Background: an optimization exercise with open tools, aiming at small area, a short achievable clock period and few clock cycles. Do not read the settings as production practice.
RTL that was checked went through simulation tests only; none was proved equivalent to the original.
Power is estimated from default activity; no workload was simulated.

==> flow/design.v (excerpt) <==
module maze(clk, reset, start_i, row_i, action_o, coord_o);
==> module maze, before the edit <==
module maze(clk, reset, start_i, row_i, action_o, coord_o);
    input clk, reset, start_i;
    input [15:0] row_i;
    output reg [1:0] action_o;
    output [5:0] coord_o;
    localparam [1:0] A_IDLE = 2'b00, A_IN = 2'b01, A_CAL = 2'b10, A_OUT = 2'b11;
    reg [63:0] s1, s0;
    reg [3:0]  cnt;
    reg [1:0]  T;       
    reg [1:0]  dm;      
    reg        tgt;     
    reg [7:0]  cpos, rpos;
    wire load = (action_o == A_IN) & ~cnt[3];
    wire walk = (action_o == A_OUT);
    wire [7:0] in1, in0, isst;
    genvar g;
    generate for (g = 0; g < 8; g = g + 1) begin : col
        assign in1[g]  =  row_i[15-2*g] &  row_i[14-2*g];
        assign in0[g]  = ~row_i[15-2*g] &  row_i[14-2*g];
        assign isst[g] =  row_i[15-2*g] & ~row_i[14-2*g];
    end endgenerate
    wire       found = load & |isst;
    wire       last  = load & (cnt[2:0] == 3'd7);    
    wire [7:0] ldr   = {8{load}} & (8'd1 << cnt[2:0]);
    reg [63:0] x1, x0;
    integer k;
    always @* begin
        x1 = s1;
        x0 = s0;
        for (k = 7; k < 64; k = k + 8) begin
            x1[k] = last ? in1[k >> 3] : s1[k];
            x0[k] = last ? in0[k >> 3] : s0[k];
        end
    end
    wire [63:0] ROW0 = 64'h0101010101010101;
    wire [63:0] ROW7 = 64'h8080808080808080;
    wire [63:0] nb  = ((x1 >> 1) & ~ROW7) | ((x1 << 1) & ~ROW0) | (x1 >> 8) | (x1 << 8);
    wire [63:0] nw  = nb & ~x1 & ~x0 & {64{~load | last}};
    wire        lab = T[1] ^ T[0];       
    always @(posedge clk) begin
        for (k = 0; k < 64; k = k + 1) begin
            if (ldr[k & 7] & ((k & 7) != 7)) begin
                s1[k] <= in1[k >> 3];
                s0[k] <= in0[k >> 3];
            end else begin
                s1[k] <= x1[k] | nw[k];
                s0[k] <= x0[k] | (nw[k] & lab);
            end
        end
    end
    wire [63:0] G = s1 & ~(s0 ^ {64{tgt}});
    reg  [7:0] cv, rv;    
    integer a, b;
    always @* begin
        for (a = 0; a < 8; a = a + 1) begin
            cv[a] = 1'b0;
            rv[a] = 1'b0;
            for (b = 0; b < 8; b = b + 1) begin
                cv[a] = cv[a] | (cpos[b] & G[b*8+a]);
                rv[a] = rv[a] | (rpos[b] & G[a*8+b]);
            end
        end
    end
    wire up    = |(rpos[7:1] & cv[6:0]);
    wire down  = |(rpos[6:0] & cv[7:1]);
    wire left  = |(cpos[7:1] & rv[6:0]);
    wire right = |(cpos[6:0] & rv[7:1]);
    wire reach = up | down | left | right;
    function [2:0] enc(input [7:0] x);
        enc = {|x[7:4], x[2] | x[3] | x[6] | x[7], x[1] | x[3] | x[5] | x[7]};
    endfunction
    wire [2:0] cc = enc(cpos);
    wire [2:0] cr = enc(rpos);
    assign coord_o = {cc, cr};
    wire mu = walk & up;
    wire md = walk & ~up & down;
    wire mv = walk & ~(up | down);           
    wire ml = mv & left;
    wire mr = mv & ~left;
    wire hold = ~found & ~walk;
    wire pd = cc[0] ^ cr[0] ^ row_i[4] ^ row_i[0];    
    always @(posedge clk) begin
        rpos <= ({8{found}} & (8'd1 << cnt[2:0])) | ({8{hold | mv}} & rpos)
              | ({8{mu}} & (rpos >> 1)) | ({8{md}} & (rpos << 1));
        cpos <= ({8{found}} & isst) | ({8{hold | mu | md}} & cpos)
              | ({8{ml}} & (cpos >> 1)) | ({8{mr}} & (cpos << 1));
    end
    always @(posedge clk) begin
        if (load & ~last) T <= 2'd0;
        else              T <= T + 2'd1;
        if (walk)                  dm <= dm - 2'd1;
        else if (action_o == A_IN) dm <= {~pd, pd};
        else                       dm <= T + 2'd1;
        tgt <= (walk & ~dm[1]) | (~walk & ~load & ((reach & tgt) | (~reach & lab)));
    end
    always @(posedge clk or posedge reset) begin
        if (reset) begin
            action_o <= A_IDLE;
            cnt <= 4'd0;
        end else begin
            case (action_o)
                A_IDLE: begin
                    cnt <= 4'd0;
                    if (start_i) action_o <= A_IN;
                end
                A_IN: begin
                    cnt <= cnt + 4'd1;
                    if (cnt[3]) action_o <= reach ? A_OUT : A_CAL;
                end
                A_CAL: if (reach) action_o <= A_OUT;
                A_OUT: if (!reach) action_o <= A_IDLE;    
            endcase
        end
    end
endmodule
clock: 3.7 ns
lec_check: 0
cap_margin: 20
core_margin: 2
core_utilization: 40
setup_slack_margin: 1.3
slew_margin: 20
run.sh (not shown) runs the stock make flow with config.mk's settings and CLKGATE_MAP_FILE= SYNTH_SCRIPT=/design/flow/synth_recipe.tcl, a recipe that flattens the netlist after the stock synthesis.
Testbench counts at the start, summed over its fixed seeds: cycles 39,396.
Change:
--- a/flow/design.v
+++ b/flow/design.v
@@ -2,13 +2,14 @@
     input clk, reset, start_i;
     input [15:0] row_i;
     output reg [1:0] action_o;
-    output [5:0] coord_o;
+    output reg [5:0] coord_o;
     localparam [1:0] A_IDLE = 2'b00, A_IN = 2'b01, A_CAL = 2'b10, A_OUT = 2'b11;
     reg [63:0] s1, s0;
     reg [3:0]  cnt;
     reg [1:0]  T;       
     reg [1:0]  dm;      
     reg        tgt;     
+    reg [5:0]  endc;
     reg [7:0]  cpos, rpos;
     wire load = (action_o == A_IN) & ~cnt[3];
     wire walk = (action_o == A_OUT);
@@ -19,6 +20,7 @@
         assign in0[g]  = ~row_i[15-2*g] &  row_i[14-2*g];
         assign isst[g] =  row_i[15-2*g] & ~row_i[14-2*g];
     end endgenerate
+    wire [2:0] stcol = {|isst[7:4], isst[2]|isst[3]|isst[6]|isst[7], isst[1]|isst[3]|isst[5]|isst[7]};
     wire       found = load & |isst;
     wire       last  = load & (cnt[2:0] == 3'd7);    
     wire [7:0] ldr   = {8{load}} & (8'd1 << cnt[2:0]);
@@ -48,30 +50,44 @@
             end
         end
     end
-    wire [63:0] G = s1 & ~(s0 ^ {64{tgt}});
-    reg  [7:0] cv, rv;    
+    wire [63:0] P = s1 &  s0;      
+    wire [63:0] Q = s1 & ~s0;      
+    reg  [7:0] cv1, cv0, rv1, rv0;    
     integer a, b;
     always @* begin
         for (a = 0; a < 8; a = a + 1) begin
-            cv[a] = 1'b0;
-            rv[a] = 1'b0;
+            cv1[a] = 1'b0; cv0[a] = 1'b0;
+            rv1[a] = 1'b0; rv0[a] = 1'b0;
             for (b = 0; b < 8; b = b + 1) begin
-                cv[a] = cv[a] | (cpos[b] & G[b*8+a]);
-                rv[a] = rv[a] | (rpos[b] & G[a*8+b]);
+                cv1[a] = cv1[a] | (cpos[b] & P[b*8+a]);
+                cv0[a] = cv0[a] | (cpos[b] & Q[b*8+a]);
+                rv1[a] = rv1[a] | (rpos[b] & P[a*8+b]);
+                rv0[a] = rv0[a] | (rpos[b] & Q[a*8+b]);
             end
         end
     end
+    wire [7:0] cv = tgt ? cv1 : cv0;
+    wire [7:0] rv = tgt ? rv1 : rv0;
     wire up    = |(rpos[7:1] & cv[6:0]);
     wire down  = |(rpos[6:0] & cv[7:1]);
     wire left  = |(cpos[7:1] & rv[6:0]);
     wire right = |(cpos[6:0] & rv[7:1]);
     wire reach = up | down | left | right;
-    function [2:0] enc(input [7:0] x);
-        enc = {|x[7:4], x[2] | x[3] | x[6] | x[7], x[1] | x[3] | x[5] | x[7]};
+    function [2:0] dec3(input [2:0] x);
+        case (x)
+            3'd0: dec3 = 3'd7; 3'd1: dec3 = 3'd0; 3'd2: dec3 = 3'd1; 3'd3: dec3 = 3'd2;
+            3'd4: dec3 = 3'd3; 3'd5: dec3 = 3'd4; 3'd6: dec3 = 3'd5; default: dec3 = 3'd6;
+        endcase
     endfunction
-    wire [2:0] cc = enc(cpos);
-    wire [2:0] cr = enc(rpos);
-    assign coord_o = {cc, cr};
+    function [2:0] inc3(input [2:0] x);
+        case (x)
+            3'd0: inc3 = 3'd1; 3'd1: inc3 = 3'd2; 3'd2: inc3 = 3'd3; 3'd3: inc3 = 3'd4;
+            3'd4: inc3 = 3'd5; 3'd5: inc3 = 3'd6; 3'd6: inc3 = 3'd7; default: inc3 = 3'd0;
+        endcase
+    endfunction
+    wire [2:0] cc = coord_o[5:3];
+    wire [2:0] cr = coord_o[2:0];
+    wire [2:0] crm = dec3(cr), crp = inc3(cr), ccm = dec3(cc), ccp = inc3(cc);
     wire mu = walk & up;
     wire md = walk & ~up & down;
     wire mv = walk & ~(up | down);           
@@ -84,10 +100,15 @@
               | ({8{mu}} & (rpos >> 1)) | ({8{md}} & (rpos << 1));
         cpos <= ({8{found}} & isst) | ({8{hold | mu | md}} & cpos)
               | ({8{ml}} & (cpos >> 1)) | ({8{mr}} & (cpos << 1));
+        coord_o[2:0] <= ({3{found}} & cnt[2:0]) | ({3{hold | mv}} & cr)
+                      | ({3{mu}} & crm) | ({3{md}} & crp);
+        coord_o[5:3] <= ({3{found}} & stcol) | ({3{hold | mu | md}} & cc)
+                      | ({3{ml}} & ccm) | ({3{mr}} & ccp);
     end
     always @(posedge clk) begin
         if (load & ~last) T <= 2'd0;
         else              T <= T + 2'd1;
+        if (action_o == A_IN & cnt[3]) endc <= {row_i[6:4], row_i[2:0]};
         if (walk)                  dm <= dm - 2'd1;
         else if (action_o == A_IN) dm <= {~pd, pd};
         else                       dm <= T + 2'd1;
@@ -108,7 +129,7 @@
                     if (cnt[3]) action_o <= reach ? A_OUT : A_CAL;
                 end
                 A_CAL: if (reach) action_o <= A_OUT;
-                A_OUT: if (!reach) action_o <= A_IDLE;    
+                A_OUT: if (coord_o == endc) action_o <= A_IDLE;
             endcase
         end
     end
Outcome: Count of clock-buffer cells in the layout drops by 2; via count goes up by a quarter to a third; worst setup slack is better by 0.32 ns; final cell count is higher by a quarter to a third; clock skew rose by 0.012 ns.
For the second run of this note, only the layout was checked, not whether the RTL still works.

========
The RTL this note starts from:
==> flow/design.v <==
module maze(clk, reset, start_i, row_i, action_o, coord_o);
    input clk, reset, start_i;
    input [15:0] row_i;
    output reg [1:0] action_o;
    output reg [5:0] coord_o;
    localparam [1:0] A_IDLE = 2'b00, A_IN = 2'b01, A_CAL = 2'b10, A_OUT = 2'b11;
    reg [63:0] s1, s0;
    reg [3:0]  cnt;
    reg [1:0]  T;       
    reg [1:0]  dm;      
    reg        tgt;     
    reg [5:0]  endc;
    reg [7:0]  cpos, rpos;
    wire load = (action_o == A_IN) & ~cnt[3];
    wire walk = (action_o == A_OUT);
    wire [7:0] in1, in0, isst;
    genvar g;
    generate for (g = 0; g < 8; g = g + 1) begin : col
        assign in1[g]  =  row_i[15-2*g] &  row_i[14-2*g];
        assign in0[g]  = ~row_i[15-2*g] &  row_i[14-2*g];
        assign isst[g] =  row_i[15-2*g] & ~row_i[14-2*g];
    end endgenerate
    wire [2:0] stcol = {|isst[7:4], isst[2]|isst[3]|isst[6]|isst[7], isst[1]|isst[3]|isst[5]|isst[7]};
    wire       found = load & |isst;
    wire       last  = load & (cnt[2:0] == 3'd7);    
    wire [7:0] ldr   = {8{load}} & (8'd1 << cnt[2:0]);
    reg [63:0] x1, x0;
    integer k;
    always @* begin
        x1 = s1;
        x0 = s0;
        for (k = 7; k < 64; k = k + 8) begin
            x1[k] = last ? in1[k >> 3] : s1[k];
            x0[k] = last ? in0[k >> 3] : s0[k];
        end
    end
    wire [63:0] ROW0 = 64'h0101010101010101;
    wire [63:0] ROW7 = 64'h8080808080808080;
    wire [63:0] nb  = ((x1 >> 1) & ~ROW7) | ((x1 << 1) & ~ROW0) | (x1 >> 8) | (x1 << 8);
    wire [63:0] nw  = nb & ~x1 & ~x0 & {64{~load | last}};
    wire        lab = T[1] ^ T[0];       
    always @(posedge clk) begin
        for (k = 0; k < 64; k = k + 1) begin
            if (ldr[k & 7] & ((k & 7) != 7)) begin
                s1[k] <= in1[k >> 3];
                s0[k] <= in0[k >> 3];
            end else begin
                s1[k] <= x1[k] | nw[k];
                s0[k] <= x0[k] | (nw[k] & lab);
            end
        end
    end
    wire [63:0] G = s1 & ~(s0 ^ {64{tgt}});
    reg  [7:0] cv, rv;    
    integer a, b;
    always @* begin
        for (a = 0; a < 8; a = a + 1) begin
            cv[a] = 1'b0;
            rv[a] = 1'b0;
            for (b = 0; b < 8; b = b + 1) begin
                cv[a] = cv[a] | (cpos[b] & G[b*8+a]);
                rv[a] = rv[a] | (rpos[b] & G[a*8+b]);
            end
        end
    end
    wire up    = |(rpos[7:1] & cv[6:0]);
    wire down  = |(rpos[6:0] & cv[7:1]);
    wire left  = |(cpos[7:1] & rv[6:0]);
    wire right = |(cpos[6:0] & rv[7:1]);
    wire reach = up | down | left | right;
    function [2:0] dec3(input [2:0] x);
        case (x)
            3'd0: dec3 = 3'd7; 3'd1: dec3 = 3'd0; 3'd2: dec3 = 3'd1; 3'd3: dec3 = 3'd2;
            3'd4: dec3 = 3'd3; 3'd5: dec3 = 3'd4; 3'd6: dec3 = 3'd5; default: dec3 = 3'd6;
        endcase
    endfunction
    function [2:0] inc3(input [2:0] x);
        case (x)
            3'd0: inc3 = 3'd1; 3'd1: inc3 = 3'd2; 3'd2: inc3 = 3'd3; 3'd3: inc3 = 3'd4;
            3'd4: inc3 = 3'd5; 3'd5: inc3 = 3'd6; 3'd6: inc3 = 3'd7; default: inc3 = 3'd0;
        endcase
    endfunction
    wire [2:0] cc = coord_o[5:3];
    wire [2:0] cr = coord_o[2:0];
    wire [2:0] crm = dec3(cr), crp = inc3(cr), ccm = dec3(cc), ccp = inc3(cc);
    wire mu = walk & up;
    wire md = walk & ~up & down;
    wire mv = walk & ~(up | down);           
    wire ml = mv & left;
    wire mr = mv & ~left;
    wire hold = ~found & ~walk;
    wire pd = cc[0] ^ cr[0] ^ row_i[4] ^ row_i[0];    
    always @(posedge clk) begin
        rpos <= ({8{found}} & (8'd1 << cnt[2:0])) | ({8{hold | mv}} & rpos)
              | ({8{mu}} & (rpos >> 1)) | ({8{md}} & (rpos << 1));
        cpos <= ({8{found}} & isst) | ({8{hold | mu | md}} & cpos)
              | ({8{ml}} & (cpos >> 1)) | ({8{mr}} & (cpos << 1));
        coord_o[2:0] <= ({3{found}} & cnt[2:0]) | ({3{hold | mv}} & cr)
                      | ({3{mu}} & crm) | ({3{md}} & crp);
        coord_o[5:3] <= ({3{found}} & stcol) | ({3{hold | mu | md}} & cc)
                      | ({3{ml}} & ccm) | ({3{mr}} & ccp);
    end
    always @(posedge clk) begin
        if (load & ~last) T <= 2'd0;
        else              T <= T + 2'd1;
        if (action_o == A_IN & cnt[3]) endc <= {row_i[6:4], row_i[2:0]};
        if (walk)                  dm <= dm - 2'd1;
        else if (action_o == A_IN) dm <= {~pd, pd};
        else                       dm <= T + 2'd1;
        tgt <= (walk & ~dm[1]) | (~walk & ~load & ((reach & tgt) | (~reach & lab)));
    end
    always @(posedge clk or posedge reset) begin
        if (reset) begin
            action_o <= A_IDLE;
            cnt <= 4'd0;
        end else begin
            case (action_o)
                A_IDLE: begin
                    cnt <= 4'd0;
                    if (start_i) action_o <= A_IN;
                end
                A_IN: begin
                    cnt <= cnt + 4'd1;
                    if (cnt[3]) action_o <= reach ? A_OUT : A_CAL;
                end
                A_CAL: if (reach) action_o <= A_OUT;
                A_OUT: if (coord_o == endc) action_o <= A_IDLE;
            endcase
        end
    end
endmodule
export LEC_CHECK = 0
export CAP_MARGIN = 20
export CORE_MARGIN = 2
export CORE_UTILIZATION = 40
export SETUP_SLACK_MARGIN = 1.0
export SLEW_MARGIN = 20
create_clock -name core_clock -period 3.7 [get_ports {clk}]
Rerun with:
--- a/flow/design.v
+++ b/flow/design.v
@@ -51,17 +51,22 @@
         end
     end
-    wire [63:0] G = s1 & ~(s0 ^ {64{tgt}});
-    reg  [7:0] cv, rv;    
+    wire [63:0] P = s1 &  s0;      
+    wire [63:0] Q = s1 & ~s0;      
+    reg  [7:0] cv1, cv0, rv1, rv0;    
     integer a, b;
     always @* begin
         for (a = 0; a < 8; a = a + 1) begin
-            cv[a] = 1'b0;
-            rv[a] = 1'b0;
+            cv1[a] = 1'b0; cv0[a] = 1'b0;
+            rv1[a] = 1'b0; rv0[a] = 1'b0;
             for (b = 0; b < 8; b = b + 1) begin
-                cv[a] = cv[a] | (cpos[b] & G[b*8+a]);
-                rv[a] = rv[a] | (rpos[b] & G[a*8+b]);
+                cv1[a] = cv1[a] | (cpos[b] & P[b*8+a]);
+                cv0[a] = cv0[a] | (cpos[b] & Q[b*8+a]);
+                rv1[a] = rv1[a] | (rpos[b] & P[a*8+b]);
+                rv0[a] = rv0[a] | (rpos[b] & Q[a*8+b]);
             end
         end
     end
+    wire [7:0] cv = tgt ? cv1 : cv0;
+    wire [7:0] rv = tgt ? rv1 : rv0;
     wire up    = |(rpos[7:1] & cv[6:0]);
     wire down  = |(rpos[6:0] & cv[7:1]);
What happened: The new run finished with timing, DRC and antenna clean. Clock-buffer cell count fell by 3. Die area rose by roughly a tenth. Routed wire length came out higher by a quarter to a third. Core utilization goes down by 2.4 points. Power went up by a few percent. Critical path depth grows by 1. Design area rises by a few percent. Worst hold slack hardly moves. Final cell count grows by roughly a tenth. Area after synthesis is higher by roughly a tenth. Global-route usage came out higher by 3.8 points. Via count increases by about a fifth. Sequential share of layout area went down by 0.49 points. Non-clock buffer count drops by 1.
No run of this note included a check of the RTL's function; only the layout flow was run.

## what the ideal ports hide
In the flow no input, the clock included, has a driving cell. The finished layouts below were timed again as built, in two steps.
Step 1: set_driving_cell puts a clkbuf_16 on clk and a buf_2 on each other input, an assumption about the parent block.
Step 2 adds t to the input delays and takes it off the output delays; t is the mean of the earliest and latest rising clock arrival at the registers after step 1. Input paths then give back, and output paths get back, about the clock's delay inside the block.
Slacks: ideal / step 1 / step 2; pairs: ideal / step 1.
| run | shift t [ns] | slack for setup (ns) | slew at the worst register clock pin (ns) | pins driven straight from the clock port |
|---|---|---|---|---|
| the first run of note 1 | 0.481 | 0.733 / 0.733 / 0.533 | 0.07 / 0.07 | 1 |
| the second run of note 1 | 0.487 | 1.054 / 1.054 / 0.694 | 0.08 / 0.08 | 1 |
| the first run of note 2 | 0.483 | 0.719 / 0.719 / 0.448 | 0.07 / 0.07 | 1 |
| the second run of note 2 | 0.491 | 0.974 / 0.974 / 0.670 | 0.08 / 0.08 | 1 |
After both steps setup and hold are still met in every run listed. The setup slack of the second run of note 1, which loses most, moves by 0.000 ns with the drivers and by -0.360 ns with both steps.
